This design comes from an exercise in tuning for small area, a short achievable clock period and few clock cycles per item on the open sky130 flow, not from production work.
The RTL was checked by simulation tests, not by an equivalence proof against the original design.

## flow/run.sh

```bash
#!/bin/bash
# synth_recipe.tcl (not shown) runs the flow's synth.tcl, then flattens the netlist and writes it again
# the make line also repeats each setting of config.mk as NAME=value (left out here)
make -C /OpenROAD-flow-scripts/flow DESIGN_CONFIG=/design/flow/config.mk WORK_HOME=/design/flow/orfs CLKGATE_MAP_FILE= SYNTH_SCRIPT=/design/flow/synth_recipe.tcl finish
```

## flow/config.mk

```make
export PLATFORM = sky130hd
export DESIGN_NAME = fir_filter
export DESIGN_NICKNAME = fir_filter
export VERILOG_FILES = /design/flow/design.v
export SDC_FILE = /design/flow/constraint.sdc
export NUM_CORES = 4
export LEC_CHECK = 0
export CAP_MARGIN = 20
export CORE_MARGIN = 2
export CORE_UTILIZATION = 40
export SLEW_MARGIN = 20
```

## flow/constraint.sdc

```tcl
create_clock -name core_clock -period 11.0 [get_ports {clk}]
set_input_delay 2.2000 -clock core_clock [delete_from_list [all_inputs] [get_ports {clk}]]
set_output_delay 2.2000 -clock core_clock [all_outputs]
set_load 0.01 [all_outputs]
```

## flow/design.v

```verilog
`timescale 1ns / 10ps
module flex_counter #(
    parameter SIZE = 8
) (
    input logic clk,
    input logic n_rst,
    input logic clear,
    input logic count_enable,
    input logic [SIZE-1:0] rollover_val,
    output logic [SIZE-1:0] count_out,
    output logic rollover_flag
);
    logic [SIZE-1:0] count_next;
    logic rollover_next;
    always_comb begin
        if (clear) begin
            count_next = '0;
        end else if (count_enable) begin
            if (count_out >= rollover_val) begin
                count_next = '0; count_next[0] = 1'b1;
            end else begin
                count_next = count_out + 1;
            end
        end else begin
            count_next = count_out;
        end
    end
    always_comb begin
        rollover_next = 1'b0;
        if (!clear) begin
            rollover_next = (count_next >= rollover_val);
        end
    end
    always_ff @(posedge clk or negedge n_rst) begin
        if (!n_rst) begin
            count_out <= '0;
            rollover_flag <= 1'b0;
        end else begin
            count_out <= count_next;
            rollover_flag <= rollover_next;
        end
    end
endmodule
`timescale 1ns / 10ps
module sync #(
    parameter logic RST_VAL = 1'b0
) (
    input logic clk,
    input logic n_rst,
    input logic async_in,
    output logic sync_out
);
    logic stage1;
    always_ff @( posedge clk, negedge n_rst ) begin : sync_ff
        if(!n_rst) begin
            stage1 <= RST_VAL;
            sync_out <= RST_VAL;
        end
        else begin
            stage1 <= async_in;
            sync_out <= stage1;
        end
    end
endmodule
`timescale 1ns / 10ps
module counter (
    input logic clk,
    input logic n_rst,
    input logic cnt_up,
    input logic clear,
    output logic one_k_samples
);
    logic [9:0] count_out;
    logic [9:0] unused;
    flex_counter #(.SIZE(10)) counter (
        .clk(clk),
        .n_rst(n_rst),
        .clear(clear),
        .count_enable(cnt_up),
        .rollover_val(10'd1000),
        .count_out(count_out),
        .rollover_flag(one_k_samples)
    );
    assign unused = count_out;
endmodule
`timescale 1ns / 10ps
module magnitude (
  input  logic [16:0] in,
  output logic [15:0] out
);
  logic [16:0] in_temp;
  always_comb begin
    if (in[16] == 1'b1) begin
      in_temp = (~in) + 1'b1;
    end else begin
      in_temp = in;
    end
    out = in_temp[15:0];
  end
endmodule
`timescale 1ns / 10ps
module datapath (
    input  logic        clk,
    input  logic        n_reset,
    input  logic [15:0] sample_data,
    input  logic [15:0] fir_coefficient,
    input  logic [3:0]  f_we,         
    input  logic        shift,        
    input  logic        out_we,       
    input  logic        a_use_x,      
    input  logic [1:0]  alt_a_sel,    
    input  logic        f_use_alt,    
    input  logic [1:0]  alt_f_sel,    
    input  logic [1:0]  st2_op,       
    input  logic        st2_init,     
    input  logic        st2_neg_a,    
    input  logic        st2_neg_b,    
    output logic        ovf,          
    output logic [15:0] fir_out
);
    logic [15:0] f0, f1, f2, f3;
    logic [15:0] x0, x1, x2;
    always_ff @(posedge clk or negedge n_reset) begin
        if (!n_reset) begin
            f0 <= '0; f1 <= '0; f2 <= '0; f3 <= '0;
        end else begin
            if (f_we[0]) f0 <= fir_coefficient;
            if (f_we[1]) f1 <= fir_coefficient;
            if (f_we[2]) f2 <= fir_coefficient;
            if (f_we[3]) f3 <= fir_coefficient;
        end
    end
    always_ff @(posedge clk or negedge n_reset) begin
        if (!n_reset) begin
            x0 <= '0; x1 <= '0; x2 <= '0;
        end else if (shift) begin
            x0 <= sample_data;
            x1 <= x0;
            x2 <= x1;
        end
    end
    logic [15:0] xalt, falt, fsel, a_next;
    logic [17:0] fsel3;
    always_comb begin
        case (alt_a_sel)
            2'd1: xalt = x0;
            2'd2: xalt = x1;
            default: xalt = x2;
        endcase
        case (alt_f_sel)
            2'd1: falt = f1;
            2'd2: falt = f2;
            default: falt = f3;
        endcase
    end
    assign fsel   = f_use_alt ? falt : f0;
    assign fsel3  = {2'b0, fsel} + {1'b0, fsel, 1'b0};
    assign a_next = a_use_x ? xalt : sample_data;
    logic [7:0]  op_s1, op_s2, op_s3;
    logic [15:0] op_f;
    logic [17:0] op_f3;
    always_ff @(posedge clk) begin
        for (int j = 0; j < 8; j++) begin
            op_s1[j] <= a_next[2*j] & ~a_next[2*j+1];
            op_s2[j] <= ~a_next[2*j] & a_next[2*j+1];
            op_s3[j] <= a_next[2*j] & a_next[2*j+1];
        end
        op_f  <= fsel;
        op_f3 <= fsel3;
    end
    logic [31:0] rs, rc;
    mul_tree tree (.s1(op_s1), .s2(op_s2), .s3(op_s3), .f(op_f), .f3(op_f3), .rs(rs), .rc(rc));
    logic [31:0] ps, pc;
    always_ff @(posedge clk) begin
        ps <= rs;
        pc <= rc;
    end
    logic [31:0] prod;
    logic [16:0] p;
    assign prod = ps + pc;
    always_ff @(posedge clk) begin
        p <= prod[31:15];
    end
    logic [18:0] pv;
    logic        pov;
    assign pv  = {3'b0, p[15:0]};
    assign pov = p[16];
    logic [17:0] bank_a, bank_b;       
    logic        bank_ov;
    logic [18:0] base_a, base_b, sum_a, sum_b, new_a, new_b;
    logic [19:0] sum_bx;
    assign base_a = st2_init ? 19'd0 : {bank_a[17], bank_a};
    assign base_b = st2_init ? {19{1'b1}} : {bank_b[17], bank_b};
    assign sum_a  = (base_a ^ {19{st2_neg_a}}) + pv;
    assign sum_b  = (base_b ^ {19{st2_neg_b}}) + pv;
    assign sum_bx = {base_b, 1'b1} + {pv, 1'b1};    
    assign new_a = (st2_op == 2'd3) ? base_a : (sum_a ^ {19{st2_neg_a}});
    assign new_b = sum_b ^ {19{st2_neg_b}};
    always_ff @(posedge clk or negedge n_reset) begin
        if (!n_reset) begin
            bank_a <= '0;
            bank_b <= {18{1'b1}};
            bank_ov <= 1'b0;
        end else if (st2_op != 2'd0) begin
            bank_a <= new_a[17:0];
            bank_b <= new_b[17:0];
            bank_ov <= (st2_init ? 1'b0 : bank_ov) | pov;
        end
    end
    logic [18:0] acc2, acc3, acc3m1;
    assign acc2   = sum_a;
    assign acc3m1 = sum_b;
    assign acc3   = sum_bx[19:1];
    assign ovf = pov | bank_ov
               | (!acc2[18] && (acc2[17] || acc2[16]))
               | (acc3[18] && !(acc3[17] && acc3[16]));
    always_ff @(posedge clk or negedge n_reset) begin
        if (!n_reset) fir_out <= '0;
        else if (out_we) fir_out <= acc3[18] ? ~acc3m1[15:0] : acc3[15:0];
    end
endmodule
module mul_tree (
    input  logic [7:0]  s1,    
    input  logic [7:0]  s2,    
    input  logic [7:0]  s3,    
    input  logic [15:0] f,     
    input  logic [17:0] f3,    
    output logic [31:0] rs,    
    output logic [31:0] rc
);
    logic pp0_0, pp0_1, pp0_2, pp0_3, pp0_4, pp0_5, pp0_6, pp0_7, pp0_8, pp0_9, pp0_10, pp0_11, pp0_12, pp0_13, pp0_14, pp0_15, pp0_16, pp0_17, pp1_0, pp1_1, pp1_2, pp1_3, pp1_4, pp1_5, pp1_6, pp1_7, pp1_8, pp1_9, pp1_10, pp1_11, pp1_12, pp1_13, pp1_14, pp1_15, pp1_16, pp1_17, pp2_0, pp2_1, pp2_2, pp2_3, pp2_4, pp2_5, pp2_6, pp2_7, pp2_8, pp2_9, pp2_10, pp2_11, pp2_12, pp2_13, pp2_14, pp2_15, pp2_16, pp2_17, pp3_0, pp3_1, pp3_2, pp3_3, pp3_4, pp3_5, pp3_6, pp3_7, pp3_8, pp3_9, pp3_10, pp3_11, pp3_12, pp3_13, pp3_14, pp3_15, pp3_16, pp3_17, pp4_0, pp4_1, pp4_2, pp4_3, pp4_4, pp4_5, pp4_6, pp4_7, pp4_8, pp4_9, pp4_10, pp4_11, pp4_12, pp4_13, pp4_14, pp4_15, pp4_16, pp4_17, pp5_0, pp5_1, pp5_2, pp5_3, pp5_4, pp5_5, pp5_6, pp5_7, pp5_8, pp5_9, pp5_10, pp5_11, pp5_12, pp5_13, pp5_14, pp5_15, pp5_16, pp5_17, pp6_0, pp6_1, pp6_2, pp6_3, pp6_4, pp6_5, pp6_6, pp6_7, pp6_8, pp6_9, pp6_10, pp6_11, pp6_12, pp6_13, pp6_14, pp6_15, pp6_16, pp6_17, pp7_0, pp7_1, pp7_2, pp7_3, pp7_4, pp7_5, pp7_6, pp7_7, pp7_8, pp7_9, pp7_10, pp7_11, pp7_12, pp7_13, pp7_14, pp7_15, pp7_16, pp7_17, hs0, hc0, fs0, fc0, fs1, fc1, hs1, hc1, fs2, fc2, fs3, fc3, fs4, fc4, fs5, fc5, fs6, fc6, fs7, fc7, fs8, fc8, hs2, hc2, fs9, fc9, hs3, hc3, fs10, fc10, hs4, hc4, hs5, hc5, fs11, fc11, fs12, fc12, hs6, hc6, fs13, fc13, fs14, fc14, fs15, fc15, fs16, fc16, fs17, fc17, fs18, fc18, fs19, fc19, fs20, fc20, fs21, fc21, fs22, fc22, fs23, fc23, fs24, fc24, fs25, fc25, fs26, fc26, fs27, fc27, fs28, fc28, fs29, fc29, fs30, fc30, fs31, fc31, fs32, fc32, fs33, fc33, fs34, fc34, fs35, fc35, fs36, fc36, fs37, fc37, hs7, hc7, fs38, fc38, hs8, hc8, hs9, hc9, fs39, fc39, fs40, fc40, fs41, fc41, fs42, fc42, fs43, fc43, fs44, fc44, fs45, fc45, fs46, fc46, fs47, fc47, fs48, fc48, fs49, fc49, fs50, fc50, fs51, fc51, fs52, fc52, fs53, fc53, fs54, fc54, fs55, fc55, fs56, fc56, fs57, fc57, fs58, fc58, hs10, hc10, hs11, hc11, fs59, fc59, fs60, fc60, fs61, fc61, fs62, fc62, fs63, fc63, fs64, fc64, fs65, fc65, fs66, fc66, fs67, fc67, fs68, fc68, fs69, fc69, fs70, fc70, fs71, fc71, fs72, fc72, fs73, fc73, fs74, fc74, fs75, fc75, fs76, fc76, fs77, fc77, fs78, fc78, fs79, fc79, fs80, fc80, fs81, fc81, fs82, fc82, hs12, hc12;
    assign pp0_0 = (s1[0] & f[0]) | (s3[0] & f3[0]);
    assign pp0_1 = (s1[0] & f[1]) | (s2[0] & f[0]) | (s3[0] & f3[1]);
    assign pp0_2 = (s1[0] & f[2]) | (s2[0] & f[1]) | (s3[0] & f3[2]);
    assign pp0_3 = (s1[0] & f[3]) | (s2[0] & f[2]) | (s3[0] & f3[3]);
    assign pp0_4 = (s1[0] & f[4]) | (s2[0] & f[3]) | (s3[0] & f3[4]);
    assign pp0_5 = (s1[0] & f[5]) | (s2[0] & f[4]) | (s3[0] & f3[5]);
    assign pp0_6 = (s1[0] & f[6]) | (s2[0] & f[5]) | (s3[0] & f3[6]);
    assign pp0_7 = (s1[0] & f[7]) | (s2[0] & f[6]) | (s3[0] & f3[7]);
    assign pp0_8 = (s1[0] & f[8]) | (s2[0] & f[7]) | (s3[0] & f3[8]);
    assign pp0_9 = (s1[0] & f[9]) | (s2[0] & f[8]) | (s3[0] & f3[9]);
    assign pp0_10 = (s1[0] & f[10]) | (s2[0] & f[9]) | (s3[0] & f3[10]);
    assign pp0_11 = (s1[0] & f[11]) | (s2[0] & f[10]) | (s3[0] & f3[11]);
    assign pp0_12 = (s1[0] & f[12]) | (s2[0] & f[11]) | (s3[0] & f3[12]);
    assign pp0_13 = (s1[0] & f[13]) | (s2[0] & f[12]) | (s3[0] & f3[13]);
    assign pp0_14 = (s1[0] & f[14]) | (s2[0] & f[13]) | (s3[0] & f3[14]);
    assign pp0_15 = (s1[0] & f[15]) | (s2[0] & f[14]) | (s3[0] & f3[15]);
    assign pp0_16 = (s2[0] & f[15]) | (s3[0] & f3[16]);
    assign pp0_17 = (s3[0] & f3[17]);
    assign pp1_0 = (s1[1] & f[0]) | (s3[1] & f3[0]);
    assign pp1_1 = (s1[1] & f[1]) | (s2[1] & f[0]) | (s3[1] & f3[1]);
    assign pp1_2 = (s1[1] & f[2]) | (s2[1] & f[1]) | (s3[1] & f3[2]);
    assign pp1_3 = (s1[1] & f[3]) | (s2[1] & f[2]) | (s3[1] & f3[3]);
    assign pp1_4 = (s1[1] & f[4]) | (s2[1] & f[3]) | (s3[1] & f3[4]);
    assign pp1_5 = (s1[1] & f[5]) | (s2[1] & f[4]) | (s3[1] & f3[5]);
    assign pp1_6 = (s1[1] & f[6]) | (s2[1] & f[5]) | (s3[1] & f3[6]);
    assign pp1_7 = (s1[1] & f[7]) | (s2[1] & f[6]) | (s3[1] & f3[7]);
    assign pp1_8 = (s1[1] & f[8]) | (s2[1] & f[7]) | (s3[1] & f3[8]);
    assign pp1_9 = (s1[1] & f[9]) | (s2[1] & f[8]) | (s3[1] & f3[9]);
    assign pp1_10 = (s1[1] & f[10]) | (s2[1] & f[9]) | (s3[1] & f3[10]);
    assign pp1_11 = (s1[1] & f[11]) | (s2[1] & f[10]) | (s3[1] & f3[11]);
    assign pp1_12 = (s1[1] & f[12]) | (s2[1] & f[11]) | (s3[1] & f3[12]);
    assign pp1_13 = (s1[1] & f[13]) | (s2[1] & f[12]) | (s3[1] & f3[13]);
    assign pp1_14 = (s1[1] & f[14]) | (s2[1] & f[13]) | (s3[1] & f3[14]);
    assign pp1_15 = (s1[1] & f[15]) | (s2[1] & f[14]) | (s3[1] & f3[15]);
    assign pp1_16 = (s2[1] & f[15]) | (s3[1] & f3[16]);
    assign pp1_17 = (s3[1] & f3[17]);
    assign pp2_0 = (s1[2] & f[0]) | (s3[2] & f3[0]);
    assign pp2_1 = (s1[2] & f[1]) | (s2[2] & f[0]) | (s3[2] & f3[1]);
    assign pp2_2 = (s1[2] & f[2]) | (s2[2] & f[1]) | (s3[2] & f3[2]);
    assign pp2_3 = (s1[2] & f[3]) | (s2[2] & f[2]) | (s3[2] & f3[3]);
    assign pp2_4 = (s1[2] & f[4]) | (s2[2] & f[3]) | (s3[2] & f3[4]);
    assign pp2_5 = (s1[2] & f[5]) | (s2[2] & f[4]) | (s3[2] & f3[5]);
    assign pp2_6 = (s1[2] & f[6]) | (s2[2] & f[5]) | (s3[2] & f3[6]);
    assign pp2_7 = (s1[2] & f[7]) | (s2[2] & f[6]) | (s3[2] & f3[7]);
    assign pp2_8 = (s1[2] & f[8]) | (s2[2] & f[7]) | (s3[2] & f3[8]);
    assign pp2_9 = (s1[2] & f[9]) | (s2[2] & f[8]) | (s3[2] & f3[9]);
    assign pp2_10 = (s1[2] & f[10]) | (s2[2] & f[9]) | (s3[2] & f3[10]);
    assign pp2_11 = (s1[2] & f[11]) | (s2[2] & f[10]) | (s3[2] & f3[11]);
    assign pp2_12 = (s1[2] & f[12]) | (s2[2] & f[11]) | (s3[2] & f3[12]);
    assign pp2_13 = (s1[2] & f[13]) | (s2[2] & f[12]) | (s3[2] & f3[13]);
    assign pp2_14 = (s1[2] & f[14]) | (s2[2] & f[13]) | (s3[2] & f3[14]);
    assign pp2_15 = (s1[2] & f[15]) | (s2[2] & f[14]) | (s3[2] & f3[15]);
    assign pp2_16 = (s2[2] & f[15]) | (s3[2] & f3[16]);
    assign pp2_17 = (s3[2] & f3[17]);
    assign pp3_0 = (s1[3] & f[0]) | (s3[3] & f3[0]);
    assign pp3_1 = (s1[3] & f[1]) | (s2[3] & f[0]) | (s3[3] & f3[1]);
    assign pp3_2 = (s1[3] & f[2]) | (s2[3] & f[1]) | (s3[3] & f3[2]);
    assign pp3_3 = (s1[3] & f[3]) | (s2[3] & f[2]) | (s3[3] & f3[3]);
    assign pp3_4 = (s1[3] & f[4]) | (s2[3] & f[3]) | (s3[3] & f3[4]);
    assign pp3_5 = (s1[3] & f[5]) | (s2[3] & f[4]) | (s3[3] & f3[5]);
    assign pp3_6 = (s1[3] & f[6]) | (s2[3] & f[5]) | (s3[3] & f3[6]);
    assign pp3_7 = (s1[3] & f[7]) | (s2[3] & f[6]) | (s3[3] & f3[7]);
    assign pp3_8 = (s1[3] & f[8]) | (s2[3] & f[7]) | (s3[3] & f3[8]);
    assign pp3_9 = (s1[3] & f[9]) | (s2[3] & f[8]) | (s3[3] & f3[9]);
    assign pp3_10 = (s1[3] & f[10]) | (s2[3] & f[9]) | (s3[3] & f3[10]);
    assign pp3_11 = (s1[3] & f[11]) | (s2[3] & f[10]) | (s3[3] & f3[11]);
    assign pp3_12 = (s1[3] & f[12]) | (s2[3] & f[11]) | (s3[3] & f3[12]);
    assign pp3_13 = (s1[3] & f[13]) | (s2[3] & f[12]) | (s3[3] & f3[13]);
    assign pp3_14 = (s1[3] & f[14]) | (s2[3] & f[13]) | (s3[3] & f3[14]);
    assign pp3_15 = (s1[3] & f[15]) | (s2[3] & f[14]) | (s3[3] & f3[15]);
    assign pp3_16 = (s2[3] & f[15]) | (s3[3] & f3[16]);
    assign pp3_17 = (s3[3] & f3[17]);
    assign pp4_0 = (s1[4] & f[0]) | (s3[4] & f3[0]);
    assign pp4_1 = (s1[4] & f[1]) | (s2[4] & f[0]) | (s3[4] & f3[1]);
    assign pp4_2 = (s1[4] & f[2]) | (s2[4] & f[1]) | (s3[4] & f3[2]);
    assign pp4_3 = (s1[4] & f[3]) | (s2[4] & f[2]) | (s3[4] & f3[3]);
    assign pp4_4 = (s1[4] & f[4]) | (s2[4] & f[3]) | (s3[4] & f3[4]);
    assign pp4_5 = (s1[4] & f[5]) | (s2[4] & f[4]) | (s3[4] & f3[5]);
    assign pp4_6 = (s1[4] & f[6]) | (s2[4] & f[5]) | (s3[4] & f3[6]);
    assign pp4_7 = (s1[4] & f[7]) | (s2[4] & f[6]) | (s3[4] & f3[7]);
    assign pp4_8 = (s1[4] & f[8]) | (s2[4] & f[7]) | (s3[4] & f3[8]);
    assign pp4_9 = (s1[4] & f[9]) | (s2[4] & f[8]) | (s3[4] & f3[9]);
    assign pp4_10 = (s1[4] & f[10]) | (s2[4] & f[9]) | (s3[4] & f3[10]);
    assign pp4_11 = (s1[4] & f[11]) | (s2[4] & f[10]) | (s3[4] & f3[11]);
    assign pp4_12 = (s1[4] & f[12]) | (s2[4] & f[11]) | (s3[4] & f3[12]);
    assign pp4_13 = (s1[4] & f[13]) | (s2[4] & f[12]) | (s3[4] & f3[13]);
    assign pp4_14 = (s1[4] & f[14]) | (s2[4] & f[13]) | (s3[4] & f3[14]);
    assign pp4_15 = (s1[4] & f[15]) | (s2[4] & f[14]) | (s3[4] & f3[15]);
    assign pp4_16 = (s2[4] & f[15]) | (s3[4] & f3[16]);
    assign pp4_17 = (s3[4] & f3[17]);
    assign pp5_0 = (s1[5] & f[0]) | (s3[5] & f3[0]);
    assign pp5_1 = (s1[5] & f[1]) | (s2[5] & f[0]) | (s3[5] & f3[1]);
    assign pp5_2 = (s1[5] & f[2]) | (s2[5] & f[1]) | (s3[5] & f3[2]);
    assign pp5_3 = (s1[5] & f[3]) | (s2[5] & f[2]) | (s3[5] & f3[3]);
    assign pp5_4 = (s1[5] & f[4]) | (s2[5] & f[3]) | (s3[5] & f3[4]);
    assign pp5_5 = (s1[5] & f[5]) | (s2[5] & f[4]) | (s3[5] & f3[5]);
    assign pp5_6 = (s1[5] & f[6]) | (s2[5] & f[5]) | (s3[5] & f3[6]);
    assign pp5_7 = (s1[5] & f[7]) | (s2[5] & f[6]) | (s3[5] & f3[7]);
    assign pp5_8 = (s1[5] & f[8]) | (s2[5] & f[7]) | (s3[5] & f3[8]);
    assign pp5_9 = (s1[5] & f[9]) | (s2[5] & f[8]) | (s3[5] & f3[9]);
    assign pp5_10 = (s1[5] & f[10]) | (s2[5] & f[9]) | (s3[5] & f3[10]);
    assign pp5_11 = (s1[5] & f[11]) | (s2[5] & f[10]) | (s3[5] & f3[11]);
    assign pp5_12 = (s1[5] & f[12]) | (s2[5] & f[11]) | (s3[5] & f3[12]);
    assign pp5_13 = (s1[5] & f[13]) | (s2[5] & f[12]) | (s3[5] & f3[13]);
    assign pp5_14 = (s1[5] & f[14]) | (s2[5] & f[13]) | (s3[5] & f3[14]);
    assign pp5_15 = (s1[5] & f[15]) | (s2[5] & f[14]) | (s3[5] & f3[15]);
    assign pp5_16 = (s2[5] & f[15]) | (s3[5] & f3[16]);
    assign pp5_17 = (s3[5] & f3[17]);
    assign pp6_0 = (s1[6] & f[0]) | (s3[6] & f3[0]);
    assign pp6_1 = (s1[6] & f[1]) | (s2[6] & f[0]) | (s3[6] & f3[1]);
    assign pp6_2 = (s1[6] & f[2]) | (s2[6] & f[1]) | (s3[6] & f3[2]);
    assign pp6_3 = (s1[6] & f[3]) | (s2[6] & f[2]) | (s3[6] & f3[3]);
    assign pp6_4 = (s1[6] & f[4]) | (s2[6] & f[3]) | (s3[6] & f3[4]);
    assign pp6_5 = (s1[6] & f[5]) | (s2[6] & f[4]) | (s3[6] & f3[5]);
    assign pp6_6 = (s1[6] & f[6]) | (s2[6] & f[5]) | (s3[6] & f3[6]);
    assign pp6_7 = (s1[6] & f[7]) | (s2[6] & f[6]) | (s3[6] & f3[7]);
    assign pp6_8 = (s1[6] & f[8]) | (s2[6] & f[7]) | (s3[6] & f3[8]);
    assign pp6_9 = (s1[6] & f[9]) | (s2[6] & f[8]) | (s3[6] & f3[9]);
    assign pp6_10 = (s1[6] & f[10]) | (s2[6] & f[9]) | (s3[6] & f3[10]);
    assign pp6_11 = (s1[6] & f[11]) | (s2[6] & f[10]) | (s3[6] & f3[11]);
    assign pp6_12 = (s1[6] & f[12]) | (s2[6] & f[11]) | (s3[6] & f3[12]);
    assign pp6_13 = (s1[6] & f[13]) | (s2[6] & f[12]) | (s3[6] & f3[13]);
    assign pp6_14 = (s1[6] & f[14]) | (s2[6] & f[13]) | (s3[6] & f3[14]);
    assign pp6_15 = (s1[6] & f[15]) | (s2[6] & f[14]) | (s3[6] & f3[15]);
    assign pp6_16 = (s2[6] & f[15]) | (s3[6] & f3[16]);
    assign pp6_17 = (s3[6] & f3[17]);
    assign pp7_0 = (s1[7] & f[0]) | (s3[7] & f3[0]);
    assign pp7_1 = (s1[7] & f[1]) | (s2[7] & f[0]) | (s3[7] & f3[1]);
    assign pp7_2 = (s1[7] & f[2]) | (s2[7] & f[1]) | (s3[7] & f3[2]);
    assign pp7_3 = (s1[7] & f[3]) | (s2[7] & f[2]) | (s3[7] & f3[3]);
    assign pp7_4 = (s1[7] & f[4]) | (s2[7] & f[3]) | (s3[7] & f3[4]);
    assign pp7_5 = (s1[7] & f[5]) | (s2[7] & f[4]) | (s3[7] & f3[5]);
    assign pp7_6 = (s1[7] & f[6]) | (s2[7] & f[5]) | (s3[7] & f3[6]);
    assign pp7_7 = (s1[7] & f[7]) | (s2[7] & f[6]) | (s3[7] & f3[7]);
    assign pp7_8 = (s1[7] & f[8]) | (s2[7] & f[7]) | (s3[7] & f3[8]);
    assign pp7_9 = (s1[7] & f[9]) | (s2[7] & f[8]) | (s3[7] & f3[9]);
    assign pp7_10 = (s1[7] & f[10]) | (s2[7] & f[9]) | (s3[7] & f3[10]);
    assign pp7_11 = (s1[7] & f[11]) | (s2[7] & f[10]) | (s3[7] & f3[11]);
    assign pp7_12 = (s1[7] & f[12]) | (s2[7] & f[11]) | (s3[7] & f3[12]);
    assign pp7_13 = (s1[7] & f[13]) | (s2[7] & f[12]) | (s3[7] & f3[13]);
    assign pp7_14 = (s1[7] & f[14]) | (s2[7] & f[13]) | (s3[7] & f3[14]);
    assign pp7_15 = (s1[7] & f[15]) | (s2[7] & f[14]) | (s3[7] & f3[15]);
    assign pp7_16 = (s2[7] & f[15]) | (s3[7] & f3[16]);
    assign pp7_17 = (s3[7] & f3[17]);
    assign hs0 = pp0_12 ^ pp1_10;
    assign hc0 = pp0_12 & pp1_10;
    assign fs0 = pp0_13 ^ pp1_11 ^ pp2_9;
    assign fc0 = (pp0_13 & pp1_11) | (pp0_13 & pp2_9) | (pp1_11 & pp2_9);
    assign fs1 = pp0_14 ^ pp1_12 ^ pp2_10;
    assign fc1 = (pp0_14 & pp1_12) | (pp0_14 & pp2_10) | (pp1_12 & pp2_10);
    assign hs1 = pp3_8 ^ pp4_6;
    assign hc1 = pp3_8 & pp4_6;
    assign fs2 = pp0_15 ^ pp1_13 ^ pp2_11;
    assign fc2 = (pp0_15 & pp1_13) | (pp0_15 & pp2_11) | (pp1_13 & pp2_11);
    assign fs3 = pp3_9 ^ pp4_7 ^ pp5_5;
    assign fc3 = (pp3_9 & pp4_7) | (pp3_9 & pp5_5) | (pp4_7 & pp5_5);
    assign fs4 = pp0_16 ^ pp1_14 ^ pp2_12;
    assign fc4 = (pp0_16 & pp1_14) | (pp0_16 & pp2_12) | (pp1_14 & pp2_12);
    assign fs5 = pp3_10 ^ pp4_8 ^ pp5_6;
    assign fc5 = (pp3_10 & pp4_8) | (pp3_10 & pp5_6) | (pp4_8 & pp5_6);
    assign fs6 = pp0_17 ^ pp1_15 ^ pp2_13;
    assign fc6 = (pp0_17 & pp1_15) | (pp0_17 & pp2_13) | (pp1_15 & pp2_13);
    assign fs7 = pp3_11 ^ pp4_9 ^ pp5_7;
    assign fc7 = (pp3_11 & pp4_9) | (pp3_11 & pp5_7) | (pp4_9 & pp5_7);
    assign fs8 = pp1_16 ^ pp2_14 ^ pp3_12;
    assign fc8 = (pp1_16 & pp2_14) | (pp1_16 & pp3_12) | (pp2_14 & pp3_12);
    assign hs2 = pp4_10 ^ pp5_8;
    assign hc2 = pp4_10 & pp5_8;
    assign fs9 = pp1_17 ^ pp2_15 ^ pp3_13;
    assign fc9 = (pp1_17 & pp2_15) | (pp1_17 & pp3_13) | (pp2_15 & pp3_13);
    assign hs3 = pp4_11 ^ pp5_9;
    assign hc3 = pp4_11 & pp5_9;
    assign fs10 = pp2_16 ^ pp3_14 ^ pp4_12;
    assign fc10 = (pp2_16 & pp3_14) | (pp2_16 & pp4_12) | (pp3_14 & pp4_12);
    assign hs4 = pp2_17 ^ pp3_15;
    assign hc4 = pp2_17 & pp3_15;
    assign hs5 = pp0_8 ^ pp1_6;
    assign hc5 = pp0_8 & pp1_6;
    assign fs11 = pp0_9 ^ pp1_7 ^ pp2_5;
    assign fc11 = (pp0_9 & pp1_7) | (pp0_9 & pp2_5) | (pp1_7 & pp2_5);
    assign fs12 = pp0_10 ^ pp1_8 ^ pp2_6;
    assign fc12 = (pp0_10 & pp1_8) | (pp0_10 & pp2_6) | (pp1_8 & pp2_6);
    assign hs6 = pp3_4 ^ pp4_2;
    assign hc6 = pp3_4 & pp4_2;
    assign fs13 = pp0_11 ^ pp1_9 ^ pp2_7;
    assign fc13 = (pp0_11 & pp1_9) | (pp0_11 & pp2_7) | (pp1_9 & pp2_7);
    assign fs14 = pp3_5 ^ pp4_3 ^ pp5_1;
    assign fc14 = (pp3_5 & pp4_3) | (pp3_5 & pp5_1) | (pp4_3 & pp5_1);
    assign fs15 = hs0 ^ pp2_8 ^ pp3_6;
    assign fc15 = (hs0 & pp2_8) | (hs0 & pp3_6) | (pp2_8 & pp3_6);
    assign fs16 = pp4_4 ^ pp5_2 ^ pp6_0;
    assign fc16 = (pp4_4 & pp5_2) | (pp4_4 & pp6_0) | (pp5_2 & pp6_0);
    assign fs17 = hc0 ^ fs0 ^ pp3_7;
    assign fc17 = (hc0 & fs0) | (hc0 & pp3_7) | (fs0 & pp3_7);
    assign fs18 = pp4_5 ^ pp5_3 ^ pp6_1;
    assign fc18 = (pp4_5 & pp5_3) | (pp4_5 & pp6_1) | (pp5_3 & pp6_1);
    assign fs19 = fc0 ^ fs1 ^ hs1;
    assign fc19 = (fc0 & fs1) | (fc0 & hs1) | (fs1 & hs1);
    assign fs20 = pp5_4 ^ pp6_2 ^ pp7_0;
    assign fc20 = (pp5_4 & pp6_2) | (pp5_4 & pp7_0) | (pp6_2 & pp7_0);
    assign fs21 = fc1 ^ hc1 ^ fs2;
    assign fc21 = (fc1 & hc1) | (fc1 & fs2) | (hc1 & fs2);
    assign fs22 = fs3 ^ pp6_3 ^ pp7_1;
    assign fc22 = (fs3 & pp6_3) | (fs3 & pp7_1) | (pp6_3 & pp7_1);
    assign fs23 = fc2 ^ fc3 ^ fs4;
    assign fc23 = (fc2 & fc3) | (fc2 & fs4) | (fc3 & fs4);
    assign fs24 = fs5 ^ pp6_4 ^ pp7_2;
    assign fc24 = (fs5 & pp6_4) | (fs5 & pp7_2) | (pp6_4 & pp7_2);
    assign fs25 = fc4 ^ fc5 ^ fs6;
    assign fc25 = (fc4 & fc5) | (fc4 & fs6) | (fc5 & fs6);
    assign fs26 = fs7 ^ pp6_5 ^ pp7_3;
    assign fc26 = (fs7 & pp6_5) | (fs7 & pp7_3) | (pp6_5 & pp7_3);
    assign fs27 = fc6 ^ fc7 ^ fs8;
    assign fc27 = (fc6 & fc7) | (fc6 & fs8) | (fc7 & fs8);
    assign fs28 = hs2 ^ pp6_6 ^ pp7_4;
    assign fc28 = (hs2 & pp6_6) | (hs2 & pp7_4) | (pp6_6 & pp7_4);
    assign fs29 = fc8 ^ hc2 ^ fs9;
    assign fc29 = (fc8 & hc2) | (fc8 & fs9) | (hc2 & fs9);
    assign fs30 = hs3 ^ pp6_7 ^ pp7_5;
    assign fc30 = (hs3 & pp6_7) | (hs3 & pp7_5) | (pp6_7 & pp7_5);
    assign fs31 = fc9 ^ hc3 ^ fs10;
    assign fc31 = (fc9 & hc3) | (fc9 & fs10) | (hc3 & fs10);
    assign fs32 = pp5_10 ^ pp6_8 ^ pp7_6;
    assign fc32 = (pp5_10 & pp6_8) | (pp5_10 & pp7_6) | (pp6_8 & pp7_6);
    assign fs33 = fc10 ^ hs4 ^ pp4_13;
    assign fc33 = (fc10 & hs4) | (fc10 & pp4_13) | (hs4 & pp4_13);
    assign fs34 = pp5_11 ^ pp6_9 ^ pp7_7;
    assign fc34 = (pp5_11 & pp6_9) | (pp5_11 & pp7_7) | (pp6_9 & pp7_7);
    assign fs35 = hc4 ^ pp3_16 ^ pp4_14;
    assign fc35 = (hc4 & pp3_16) | (hc4 & pp4_14) | (pp3_16 & pp4_14);
    assign fs36 = pp5_12 ^ pp6_10 ^ pp7_8;
    assign fc36 = (pp5_12 & pp6_10) | (pp5_12 & pp7_8) | (pp6_10 & pp7_8);
    assign fs37 = pp3_17 ^ pp4_15 ^ pp5_13;
    assign fc37 = (pp3_17 & pp4_15) | (pp3_17 & pp5_13) | (pp4_15 & pp5_13);
    assign hs7 = pp6_11 ^ pp7_9;
    assign hc7 = pp6_11 & pp7_9;
    assign fs38 = pp4_16 ^ pp5_14 ^ pp6_12;
    assign fc38 = (pp4_16 & pp5_14) | (pp4_16 & pp6_12) | (pp5_14 & pp6_12);
    assign hs8 = pp4_17 ^ pp5_15;
    assign hc8 = pp4_17 & pp5_15;
    assign hs9 = pp0_6 ^ pp1_4;
    assign hc9 = pp0_6 & pp1_4;
    assign fs39 = pp0_7 ^ pp1_5 ^ pp2_3;
    assign fc39 = (pp0_7 & pp1_5) | (pp0_7 & pp2_3) | (pp1_5 & pp2_3);
    assign fs40 = hs5 ^ pp2_4 ^ pp3_2;
    assign fc40 = (hs5 & pp2_4) | (hs5 & pp3_2) | (pp2_4 & pp3_2);
    assign fs41 = hc5 ^ fs11 ^ pp3_3;
    assign fc41 = (hc5 & fs11) | (hc5 & pp3_3) | (fs11 & pp3_3);
    assign fs42 = fc11 ^ fs12 ^ hs6;
    assign fc42 = (fc11 & fs12) | (fc11 & hs6) | (fs12 & hs6);
    assign fs43 = fc12 ^ hc6 ^ fs13;
    assign fc43 = (fc12 & hc6) | (fc12 & fs13) | (hc6 & fs13);
    assign fs44 = fc13 ^ fc14 ^ fs15;
    assign fc44 = (fc13 & fc14) | (fc13 & fs15) | (fc14 & fs15);
    assign fs45 = fc15 ^ fc16 ^ fs17;
    assign fc45 = (fc15 & fc16) | (fc15 & fs17) | (fc16 & fs17);
    assign fs46 = fc17 ^ fc18 ^ fs19;
    assign fc46 = (fc17 & fc18) | (fc17 & fs19) | (fc18 & fs19);
    assign fs47 = fc19 ^ fc20 ^ fs21;
    assign fc47 = (fc19 & fc20) | (fc19 & fs21) | (fc20 & fs21);
    assign fs48 = fc21 ^ fc22 ^ fs23;
    assign fc48 = (fc21 & fc22) | (fc21 & fs23) | (fc22 & fs23);
    assign fs49 = fc23 ^ fc24 ^ fs25;
    assign fc49 = (fc23 & fc24) | (fc23 & fs25) | (fc24 & fs25);
    assign fs50 = fc25 ^ fc26 ^ fs27;
    assign fc50 = (fc25 & fc26) | (fc25 & fs27) | (fc26 & fs27);
    assign fs51 = fc27 ^ fc28 ^ fs29;
    assign fc51 = (fc27 & fc28) | (fc27 & fs29) | (fc28 & fs29);
    assign fs52 = fc29 ^ fc30 ^ fs31;
    assign fc52 = (fc29 & fc30) | (fc29 & fs31) | (fc30 & fs31);
    assign fs53 = fc31 ^ fc32 ^ fs33;
    assign fc53 = (fc31 & fc32) | (fc31 & fs33) | (fc32 & fs33);
    assign fs54 = fc33 ^ fc34 ^ fs35;
    assign fc54 = (fc33 & fc34) | (fc33 & fs35) | (fc34 & fs35);
    assign fs55 = fc35 ^ fc36 ^ fs37;
    assign fc55 = (fc35 & fc36) | (fc35 & fs37) | (fc36 & fs37);
    assign fs56 = fc37 ^ hc7 ^ fs38;
    assign fc56 = (fc37 & hc7) | (fc37 & fs38) | (hc7 & fs38);
    assign fs57 = fc38 ^ hs8 ^ pp6_13;
    assign fc57 = (fc38 & hs8) | (fc38 & pp6_13) | (hs8 & pp6_13);
    assign fs58 = hc8 ^ pp5_16 ^ pp6_14;
    assign fc58 = (hc8 & pp5_16) | (hc8 & pp6_14) | (pp5_16 & pp6_14);
    assign hs10 = pp5_17 ^ pp6_15;
    assign hc10 = pp5_17 & pp6_15;
    assign hs11 = pp0_4 ^ pp1_2;
    assign hc11 = pp0_4 & pp1_2;
    assign fs59 = pp0_5 ^ pp1_3 ^ pp2_1;
    assign fc59 = (pp0_5 & pp1_3) | (pp0_5 & pp2_1) | (pp1_3 & pp2_1);
    assign fs60 = hs9 ^ pp2_2 ^ pp3_0;
    assign fc60 = (hs9 & pp2_2) | (hs9 & pp3_0) | (pp2_2 & pp3_0);
    assign fs61 = hc9 ^ fs39 ^ pp3_1;
    assign fc61 = (hc9 & fs39) | (hc9 & pp3_1) | (fs39 & pp3_1);
    assign fs62 = fc39 ^ fs40 ^ pp4_0;
    assign fc62 = (fc39 & fs40) | (fc39 & pp4_0) | (fs40 & pp4_0);
    assign fs63 = fc40 ^ fs41 ^ pp4_1;
    assign fc63 = (fc40 & fs41) | (fc40 & pp4_1) | (fs41 & pp4_1);
    assign fs64 = fc41 ^ fs42 ^ pp5_0;
    assign fc64 = (fc41 & fs42) | (fc41 & pp5_0) | (fs42 & pp5_0);
    assign fs65 = fc42 ^ fs43 ^ fs14;
    assign fc65 = (fc42 & fs43) | (fc42 & fs14) | (fs43 & fs14);
    assign fs66 = fc43 ^ fs44 ^ fs16;
    assign fc66 = (fc43 & fs44) | (fc43 & fs16) | (fs44 & fs16);
    assign fs67 = fc44 ^ fs45 ^ fs18;
    assign fc67 = (fc44 & fs45) | (fc44 & fs18) | (fs45 & fs18);
    assign fs68 = fc45 ^ fs46 ^ fs20;
    assign fc68 = (fc45 & fs46) | (fc45 & fs20) | (fs46 & fs20);
    assign fs69 = fc46 ^ fs47 ^ fs22;
    assign fc69 = (fc46 & fs47) | (fc46 & fs22) | (fs47 & fs22);
    assign fs70 = fc47 ^ fs48 ^ fs24;
    assign fc70 = (fc47 & fs48) | (fc47 & fs24) | (fs48 & fs24);
    assign fs71 = fc48 ^ fs49 ^ fs26;
    assign fc71 = (fc48 & fs49) | (fc48 & fs26) | (fs49 & fs26);
    assign fs72 = fc49 ^ fs50 ^ fs28;
    assign fc72 = (fc49 & fs50) | (fc49 & fs28) | (fs50 & fs28);
    assign fs73 = fc50 ^ fs51 ^ fs30;
    assign fc73 = (fc50 & fs51) | (fc50 & fs30) | (fs51 & fs30);
    assign fs74 = fc51 ^ fs52 ^ fs32;
    assign fc74 = (fc51 & fs52) | (fc51 & fs32) | (fs52 & fs32);
    assign fs75 = fc52 ^ fs53 ^ fs34;
    assign fc75 = (fc52 & fs53) | (fc52 & fs34) | (fs53 & fs34);
    assign fs76 = fc53 ^ fs54 ^ fs36;
    assign fc76 = (fc53 & fs54) | (fc53 & fs36) | (fs54 & fs36);
    assign fs77 = fc54 ^ fs55 ^ hs7;
    assign fc77 = (fc54 & fs55) | (fc54 & hs7) | (fs55 & hs7);
    assign fs78 = fc55 ^ fs56 ^ pp7_10;
    assign fc78 = (fc55 & fs56) | (fc55 & pp7_10) | (fs56 & pp7_10);
    assign fs79 = fc56 ^ fs57 ^ pp7_11;
    assign fc79 = (fc56 & fs57) | (fc56 & pp7_11) | (fs57 & pp7_11);
    assign fs80 = fc57 ^ fs58 ^ pp7_12;
    assign fc80 = (fc57 & fs58) | (fc57 & pp7_12) | (fs58 & pp7_12);
    assign fs81 = fc58 ^ hs10 ^ pp7_13;
    assign fc81 = (fc58 & hs10) | (fc58 & pp7_13) | (hs10 & pp7_13);
    assign fs82 = hc10 ^ pp6_16 ^ pp7_14;
    assign fc82 = (hc10 & pp6_16) | (hc10 & pp7_14) | (pp6_16 & pp7_14);
    assign hs12 = pp6_17 ^ pp7_15;
    assign hc12 = pp6_17 & pp7_15;
    assign rs[0] = pp0_0;
    assign rc[0] = 1'b0;
    assign rs[1] = pp0_1;
    assign rc[1] = 1'b0;
    assign rs[2] = pp0_2;
    assign rc[2] = pp1_0;
    assign rs[3] = pp0_3;
    assign rc[3] = pp1_1;
    assign rs[4] = hs11;
    assign rc[4] = pp2_0;
    assign rs[5] = hc11;
    assign rc[5] = fs59;
    assign rs[6] = fc59;
    assign rc[6] = fs60;
    assign rs[7] = fc60;
    assign rc[7] = fs61;
    assign rs[8] = fc61;
    assign rc[8] = fs62;
    assign rs[9] = fc62;
    assign rc[9] = fs63;
    assign rs[10] = fc63;
    assign rc[10] = fs64;
    assign rs[11] = fc64;
    assign rc[11] = fs65;
    assign rs[12] = fc65;
    assign rc[12] = fs66;
    assign rs[13] = fc66;
    assign rc[13] = fs67;
    assign rs[14] = fc67;
    assign rc[14] = fs68;
    assign rs[15] = fc68;
    assign rc[15] = fs69;
    assign rs[16] = fc69;
    assign rc[16] = fs70;
    assign rs[17] = fc70;
    assign rc[17] = fs71;
    assign rs[18] = fc71;
    assign rc[18] = fs72;
    assign rs[19] = fc72;
    assign rc[19] = fs73;
    assign rs[20] = fc73;
    assign rc[20] = fs74;
    assign rs[21] = fc74;
    assign rc[21] = fs75;
    assign rs[22] = fc75;
    assign rc[22] = fs76;
    assign rs[23] = fc76;
    assign rc[23] = fs77;
    assign rs[24] = fc77;
    assign rc[24] = fs78;
    assign rs[25] = fc78;
    assign rc[25] = fs79;
    assign rs[26] = fc79;
    assign rc[26] = fs80;
    assign rs[27] = fc80;
    assign rc[27] = fs81;
    assign rs[28] = fc81;
    assign rc[28] = fs82;
    assign rs[29] = fc82;
    assign rc[29] = hs12;
    assign rs[30] = hc12;
    assign rc[30] = pp7_16;
    assign rs[31] = pp7_17;
    assign rc[31] = 1'b0;
endmodule
`timescale 1ns / 10ps
module controller (
    input  logic       clk,
    input  logic       n_rst,
    input  logic       dr,
    input  logic       lc,
    input  logic       ovf,
    output logic       cnt_up,
    output logic       clear,
    output logic       modwait,
    output logic       err,
    output logic [3:0] f_we,
    output logic       shift,
    output logic       out_we,
    output logic       a_use_x,
    output logic [1:0] alt_a_sel,
    output logic       f_use_alt,
    output logic [1:0] alt_f_sel,
    output logic [1:0] st2_op,
    output logic       st2_init,
    output logic       st2_neg_a,
    output logic       st2_neg_b
);
    typedef enum logic [2:0] {
        IDLE  = 3'd0,
        FAST  = 3'd1,    
        SLOW  = 3'd2,    
        LOAD  = 3'd3,    
        LWAIT = 3'd4     
    } state_t;
    typedef enum logic [2:0] {
        K_DEF = 3'd0,    
        K_R1  = 3'd1,    
        K_R2  = 3'd2,    
        K_R3  = 3'd3,    
        K_B1  = 3'd5,    
        K_B2  = 3'd6,    
        K_B3  = 3'd7     
    } kind_t;
    state_t state, state_next;
    logic [1:0] k, k_next;
    logic [2:0] sc, sc_next;         
    logic slow_first;                
    logic [2:0] pw, pw_next;         
    logic bank_valid, bank_valid_next;
    logic fast_seen, slow_seen, seen_load;
    logic abort, slow_commit, event_samp, kill;
    kind_t kind_next;
    assign fast_seen = (state == IDLE) && dr && !lc && (pw == 3'd3);
    assign slow_seen = (state == IDLE) && dr && !lc && (pw != 3'd3);
    assign abort = (state == SLOW) && slow_first && !dr;
    assign slow_commit = (state == SLOW) && (sc == 3'd7) && !abort;
    assign event_samp = (state == FAST) || abort || slow_commit;
    assign kill = ((pw == 3'd3) && !fast_seen)
                || ((state == IDLE) && (pw != 3'd0) && (pw != 3'd3) && (dr || lc))
                || ((state == FAST) && !dr)
                || abort;
    always_comb begin
        state_next = state;
        k_next = k;
        sc_next = sc;
        seen_load = 1'b0;
        case (state)
            IDLE: begin
                if (lc) begin
                    state_next = LOAD;
                    k_next = 2'd0;
                    seen_load = 1'b1;
                end else if (dr) begin
                    if (pw == 3'd3) begin
                        state_next = FAST;
                    end else begin
                        state_next = SLOW;
                        sc_next = bank_valid ? 3'd5 : 3'd1;
                    end
                end
            end
            FAST: state_next = IDLE;
            SLOW: begin
                if (abort || (sc == 3'd7)) state_next = IDLE;
                else sc_next = sc + 3'd1;
            end
            LOAD: state_next = LWAIT;
            LWAIT: begin
                if (k == 2'd3) begin
                    state_next = IDLE;
                end else if (lc) begin
                    state_next = LOAD;
                    k_next = k + 2'd1;
                    seen_load = 1'b1;
                end
            end
            default: state_next = IDLE;
        endcase
    end
    assign shift  = ((state == FAST) && dr) || slow_commit;
    assign out_we = shift;
    assign cnt_up = shift;
    assign clear  = (state == LOAD) && (k == 2'd0);
    always_comb begin
        f_we = 4'd0;
        if (seen_load) f_we[k_next] = 1'b1;
        if (state == LOAD) f_we[k] = 1'b1;
    end
    always_comb begin
        bank_valid_next = bank_valid;
        if (seen_load && (k_next != 2'd0)) bank_valid_next = 1'b0;
        if (slow_commit) bank_valid_next = 1'b1;
    end
    always_comb begin
        pw_next = 3'd0;
        if (event_samp && bank_valid_next) pw_next = 3'd1;
        else if (!kill && (pw == 3'd1 || pw == 3'd2 || pw == 3'd3)) pw_next = pw + 3'd1;
    end
    always_comb begin
        kind_next = K_DEF;
        if (slow_seen) kind_next = bank_valid ? K_B1 : K_R1;
        else if (kill) kind_next = K_DEF;
        else if (pw == 3'd1) kind_next = K_B1;
        else if (pw == 3'd2) kind_next = K_B2;
        else if (pw == 3'd3) kind_next = K_B3;
        else if ((state == SLOW) && (sc != 3'd7)) begin
            case (sc + 3'd1)
                3'd2: kind_next = K_R2;
                3'd3: kind_next = K_R3;
                3'd4: kind_next = K_DEF;
                3'd5: kind_next = K_B1;
                3'd6: kind_next = K_B2;
                default: kind_next = K_B3;
            endcase
        end
    end
    logic a_use_x_n, f_use_alt_n, init_n;
    logic [1:0] a_sel_n, f_sel_n, op_n;
    always_comb begin
        a_use_x_n = 1'b1; a_sel_n = 2'd1; f_use_alt_n = 1'b1; f_sel_n = 2'd1;
        op_n = 2'd0; init_n = 1'b0;
        case (kind_next)
            K_R1, K_B1: begin
                a_sel_n = (kind_next == K_R1) ? 2'd3 : 2'd2; f_sel_n = 2'd3;
                op_n = 2'd3; init_n = 1'b1;
            end
            K_R2: begin a_sel_n = 2'd2; f_sel_n = 2'd2; op_n = 2'd2; end
            K_R3: begin a_sel_n = 2'd1; f_sel_n = 2'd1; op_n = 2'd1; end
            K_B2: begin a_sel_n = 2'd1; f_sel_n = 2'd2; op_n = 2'd2; end
            K_B3: begin a_use_x_n = 1'b0; f_sel_n = 2'd1; op_n = 2'd1; end
            default: begin a_use_x_n = 1'b0; f_use_alt_n = 1'b0; end
        endcase
    end
    logic [1:0] ptag_op, tag_op, tag_st1;
    logic ptag_init, tag_op_init, tag_st1_init;
    always_ff @(posedge clk or negedge n_rst) begin
        if (!n_rst) begin
            state <= IDLE;
            k <= 2'd0;
            sc <= 3'd0;
            slow_first <= 1'b0;
            pw <= 3'd0;
            bank_valid <= 1'b1;
            modwait <= 1'b0;
            err <= 1'b0;
            a_use_x <= 1'b0;
            alt_a_sel <= 2'd1;
            f_use_alt <= 1'b0;
            alt_f_sel <= 2'd1;
            ptag_op <= 2'd0;
            ptag_init <= 1'b0;
            tag_op <= 2'd0;
            tag_op_init <= 1'b0;
            tag_st1 <= 2'd0;
            tag_st1_init <= 1'b0;
            st2_op <= 2'd0;
            st2_init <= 1'b0;
            st2_neg_a <= 1'b0;
            st2_neg_b <= 1'b0;
        end else begin
            state <= state_next;
            k <= k_next;
            sc <= sc_next;
            slow_first <= slow_seen;
            pw <= pw_next;
            bank_valid <= bank_valid_next;
            modwait <= (state_next == FAST) || (state_next == SLOW) || (state_next == LOAD);
            if (state == FAST) err <= dr ? ovf : 1'b1;
            else if (abort) err <= 1'b1;
            else if (slow_commit) err <= ovf;
            else if (seen_load) err <= 1'b0;
            a_use_x <= a_use_x_n;
            alt_a_sel <= a_sel_n;
            f_use_alt <= f_use_alt_n;
            alt_f_sel <= f_sel_n;
            ptag_op <= op_n;
            ptag_init <= init_n;
            tag_op <= kill ? 2'd0 : ptag_op;
            tag_op_init <= ptag_init;
            tag_st1 <= kill ? 2'd0 : tag_op;
            tag_st1_init <= tag_op_init;
            st2_op <= kill ? 2'd0 : tag_st1;
            st2_init <= !kill && (tag_st1 != 2'd0) && tag_st1_init;
            st2_neg_a <= !kill && (tag_st1 == 2'd1);
            st2_neg_b <= !kill && ((tag_st1 == 2'd1) || (tag_st1 == 2'd3));
        end
    end
endmodule
`timescale 1ns / 10ps
module fir_filter (
    input logic clk,
    input logic n_rst,
    input logic [15:0] sample_data,
    input logic [15:0] fir_coefficient,
    input logic load_coeff,
    input logic data_ready,
    output logic one_k_samples,
    output logic modwait,
    output logic [15:0] fir_out,
    output logic err
);
    logic cnt_up;
    logic clear;
    logic ovf;
    logic lc;
    logic dr;
    logic [3:0] f_we;
    logic shift;
    logic out_we;
    logic a_use_x;
    logic [1:0] alt_a_sel;
    logic f_use_alt;
    logic [1:0] alt_f_sel;
    logic [1:0] st2_op;
    logic st2_init;
    logic st2_neg_a;
    logic st2_neg_b;
    counter counter (
        .clk(clk),
        .n_rst(n_rst),
        .cnt_up(cnt_up),
        .clear(clear),
        .one_k_samples(one_k_samples)
    );
    controller FIR_controller (
        .clk(clk),
        .n_rst(n_rst),
        .dr(dr),
        .lc(lc),
        .ovf(ovf),
        .cnt_up(cnt_up),
        .clear(clear),
        .modwait(modwait),
        .err(err),
        .f_we(f_we),
        .shift(shift),
        .out_we(out_we),
        .a_use_x(a_use_x),
        .alt_a_sel(alt_a_sel),
        .f_use_alt(f_use_alt),
        .alt_f_sel(alt_f_sel),
        .st2_op(st2_op),
        .st2_init(st2_init),
        .st2_neg_a(st2_neg_a),
        .st2_neg_b(st2_neg_b)
    );
    datapath datapath (
        .clk(clk),
        .n_reset(n_rst),
        .sample_data(sample_data),
        .fir_coefficient(fir_coefficient),
        .f_we(f_we),
        .shift(shift),
        .out_we(out_we),
        .a_use_x(a_use_x),
        .alt_a_sel(alt_a_sel),
        .f_use_alt(f_use_alt),
        .alt_f_sel(alt_f_sel),
        .st2_op(st2_op),
        .st2_init(st2_init),
        .st2_neg_a(st2_neg_a),
        .st2_neg_b(st2_neg_b),
        .ovf(ovf),
        .fir_out(fir_out)
    );
    sync sync_lc (
        .clk(clk),
        .n_rst(n_rst),
        .async_in(load_coeff),
        .sync_out(lc)
    );
    sync sync_dr (
        .clk(clk),
        .n_rst(n_rst),
        .async_in(data_ready),
        .sync_out(dr)
    );
endmodule
```

==> results_dict.tcl <==
set metrics [dict create \
    endpoint_kind "register" \
    synthCells 2273 \
    ant_nets 0 \
    post_route_cells_drive_above_1_share_pct 8.45 \
    postLayoutCoreUtil_pct 45.0 \
    synthMuxAreaShare_pct 6.42 \
    hold_path_class "reg2reg" \
    grt_overflow_total 0 \
    ys_async_sr_fraction_pct 61.7 \
    path_cells "clkinv_1, nand2_1, xnor2_1, ha_1, fa_1, a211oi_1, o21ai_1, a41oi_1, o21a_1, o211ai_1, mux2i_1, or2_1, a41oi_1" \
    clkTransAtPathRegs_ns 0.06 \
    cts_buffer_depth 3 \
    synth_adder_area_share_pct 15.5 \
    critPathKind "reg2reg" \
    worst_slew_pin_slew_ns 1.07 \
    synth_compound_area_share_pct 17.0 \
    grt_max_degree 82 \
    finalHoldViolCount 0 \
    final_cell_mix "nand2_1 (314), inv_1 (199), dfrtp_1 (192), dfxtp_1 (133), ha_1 (131)" \
    finalClockSkew_ns 0.0206 \
    cts_tree "done" \
    synth.distinct_cells 91 \
    hpwl_um 37700 \
    ys.flop_type "dfrtp_1" \
    initial_utilization_pct 40.5 \
    synth_edf_count 0 \
    synth_area_um2 21800 \
    cap_violations 0 \
    wl_per_cell_um 17.9 \
    ys_seq_area_share_pct 37.0 \
    design.die.area_um2 56300 \
    rows 85 \
    grt-busiest-layer "met2" \
    grt_antenna_before_repair 0 \
    critPathLaunchType "register" \
    drc_errors 0 \
    slowest_delay_ns 0.91 \
    synth_top_family_by_area "compound AO/OA/AOI/OAI gates" \
    cp.required_ns 11.47 \
    firstDrtPassIters 13 \
    hold_ws_ns 0.348 \
    detail_route.wirelength_um 53400 \
    grt_util_met2_pct 30.9 \
    synthSimpleGateAreaFrac_pct 13.0 \
    setup_violations 0 \
    cp_common_cell "a41oi_1" \
    slew_headroom_pct 28.8 \
    final_max_slew_viol_count 0 \
    grtUsageMet3_pct 3.39 \
    synth_seq_cells 347 \
    ios 55 \
    port_buffers 54 \
    drt_iter0_markers 2058 \
    arrival_ns 5.11 \
    gp_congestion 0.867 \
    path_max_fanout 28 \
    syn-num-nets 2527 \
    clock-sinks 347 \
    met1_usage_pct 24.8 \
    status "timing/DRC/antenna clean" \
    post-cts-setup-buffer-count 0 \
    grt_pass1_vias 16100 \
    clock-root-buffer "clkbuf_16" \
    fmaxAchievable_mhz 216 \
    cts_buffers 41 \
    synth_top_cell_area_share_pct 22.2 \
    clock_latency_ns 0.57 \
    fin_setup_tns_ns 0 \
    rsz0062_at_grt "false" \
    yosysWarnings 4 \
    yosys.area_share.xor_xnor_pct 5.05 \
    period_minus_slack_ns 4.64 \
    core-area_um2 53800 \
    htree_levels 2 \
    synth_area_leaders "dfrtp_1 (22%), dfxtp_1 (12%), fa_1 (8.0%)" \
    nNetsFinal 2504 \
    via_per_inst 5.61 \
    cts_resized 0 \
    ctsHoldBuffers 0 \
    area_growth_pct 11.1 \
    design_area_um2 24200 \
    grt_pass1_wl_um 85600 \
    vias 16700 \
    yosysTopAreaCell "dfrtp_1" \
    dieWidth_um 237 \
    num_antenna_cells 0 \
    grt_use_total_pct 18.7 \
    dieHeight_um 237 \
    cp_slowest_cell "dfrtp_1" \
    synth.avg_cell_area_um2 9.58 \
    final_common_cell "nand2_1" \
    min_period_over_period_pct 42.1 \
    place_area_um2 22700 \
]
==> logic make-up (layout without fill, tap and decap cells) <==
| group | after synthesis | count (layout) |
|---|---|---|
| fa+ha+maj | 218 | 218 |
| compound gates | 504 | 504 |
| mux | 127 | 127 |
| xor+xnor | 124 | 124 |
| buf+inv | 336 | 346 |
| flops | 347 | 347 |
| simple gates | 617 | 617 |
==> state kept, by name, summed over array words and instances (netlist names), 17 cells and up <==
register         flops
datapath.p          17
datapath.op_f3      17
datapath.bank_a     18
datapath.pc         29
datapath.bank_b     18
datapath.ps         30
==> routing by layer <==
layer	vias to the layer above	part of all wire [%]
met4	0	2.2
met2	632	47
met5	-	0
met1	8049	45
met3	86	6.7
li1	7948	-
==> worst max-delay path: cells and delay by family (launching register included) <==
kind            cells  cell delay, ns
fa+ha+maj           2            0.71
xor+xnor            1            0.08
simple gates        2            0.44
compound gates      6            1.46
buf+inv             1            0.76
flops               1            0.91
mux                 1            0.16
==> final cells by class <==
cell class,count,area [um2]
multi-input cells,1590,12400
fillers,5035,29600
inverters,201,754
clock buffers,58,1260
clock inverters,18,164
well taps,696,871
flip-flops and latches,347,8050
repair buffers,69,682
==> cell usage after synthesis, drive strengths merged, types with 6 or more instances <==
cell type and instances:
clkbuf 118, o21a 19, o21ai 134, ha 131, or3 12, or2 25, nor2b 41, fa 87
xor2 44, a22oi 40, a21boi 6, dfrtp 193, nand3 33, dfstp 21, a21o 28, nand4 12
and3 12, a22o 8, inv 200, and2 15, nand2b 12, a21oi 68, mux2 92, xnor2 79
a211oi 15, o211ai 10, nor2 86, mux2i 35, nor3 34, nand2 314, a31oi 11, dfxtp 133
buf 16, a222oi 119
==> per-stage QoR <==
stage / std cells / setup slack [ns]
2_1_floorplan: 2273 / 7.02
3_3_place_gp: 2901 / 6.42
3_5_place_dp: 2901 / 6.34
4_1_cts: 2977 / 6.35
5_1_grt: 2979 / 6.00
6_report: 2979 / 6.36
==> final timing paths <==
path                                                         from  slack (ns)                              end  cells after the start
worst max-delay path            FIR_controller.st2_init$_DFF_PN0_        6.36   FIR_controller.err$_DFFE_PN0P_                     13
worst min-delay path                     sync_dr.stage1$_DFF_PN0_        0.35       sync_dr.sync_out$_DFF_PN0_                      0
worst max register to register  FIR_controller.st2_init$_DFF_PN0_        6.36   FIR_controller.err$_DFFE_PN0P_                     13
worst min register to register           sync_dr.stage1$_DFF_PN0_        0.35       sync_dr.sync_out$_DFF_PN0_                      0
max in group asynchronous                                   n_rst        7.56      datapath.f2[11]$_DFFE_PN0P_                      4
min in group asynchronous                                   n_rst        1.63  datapath.bank_a[16]$_DFFE_PN0P_                      1
Testbench counts, summed over its fixed seeds: cycles 32,336, samples 8,040.

==> what the ideal ports hide <==
No port has a modelled driver above. Below, the same layout with a new extraction and two added sets of constraints. Step 1, drivers: a clkbuf_16 drives clk and a buf_2 each remaining input, both assumed. Step 2 moves the port delays by t, midway between the first and last clock arrival at a register: inputs arrive t later, outputs are due t later. That takes back most of the time a late clock gives input paths. Slacks: ideal / step 1 / step 2; pairs: ideal / step 1.
shift t [ns]: 0.615
setup slack, ns: 6.364 / 6.364 / 6.364
worst setup path at the end: register to register
worst register clock-pin slew, ns: 0.07 / 0.07
worst slew at a driven data input, ns: 0.06
After both steps setup and hold are still met in this run. For this run, drivers alone change the setup slack by 0.000 ns; drivers and shift together by 0.000 ns.
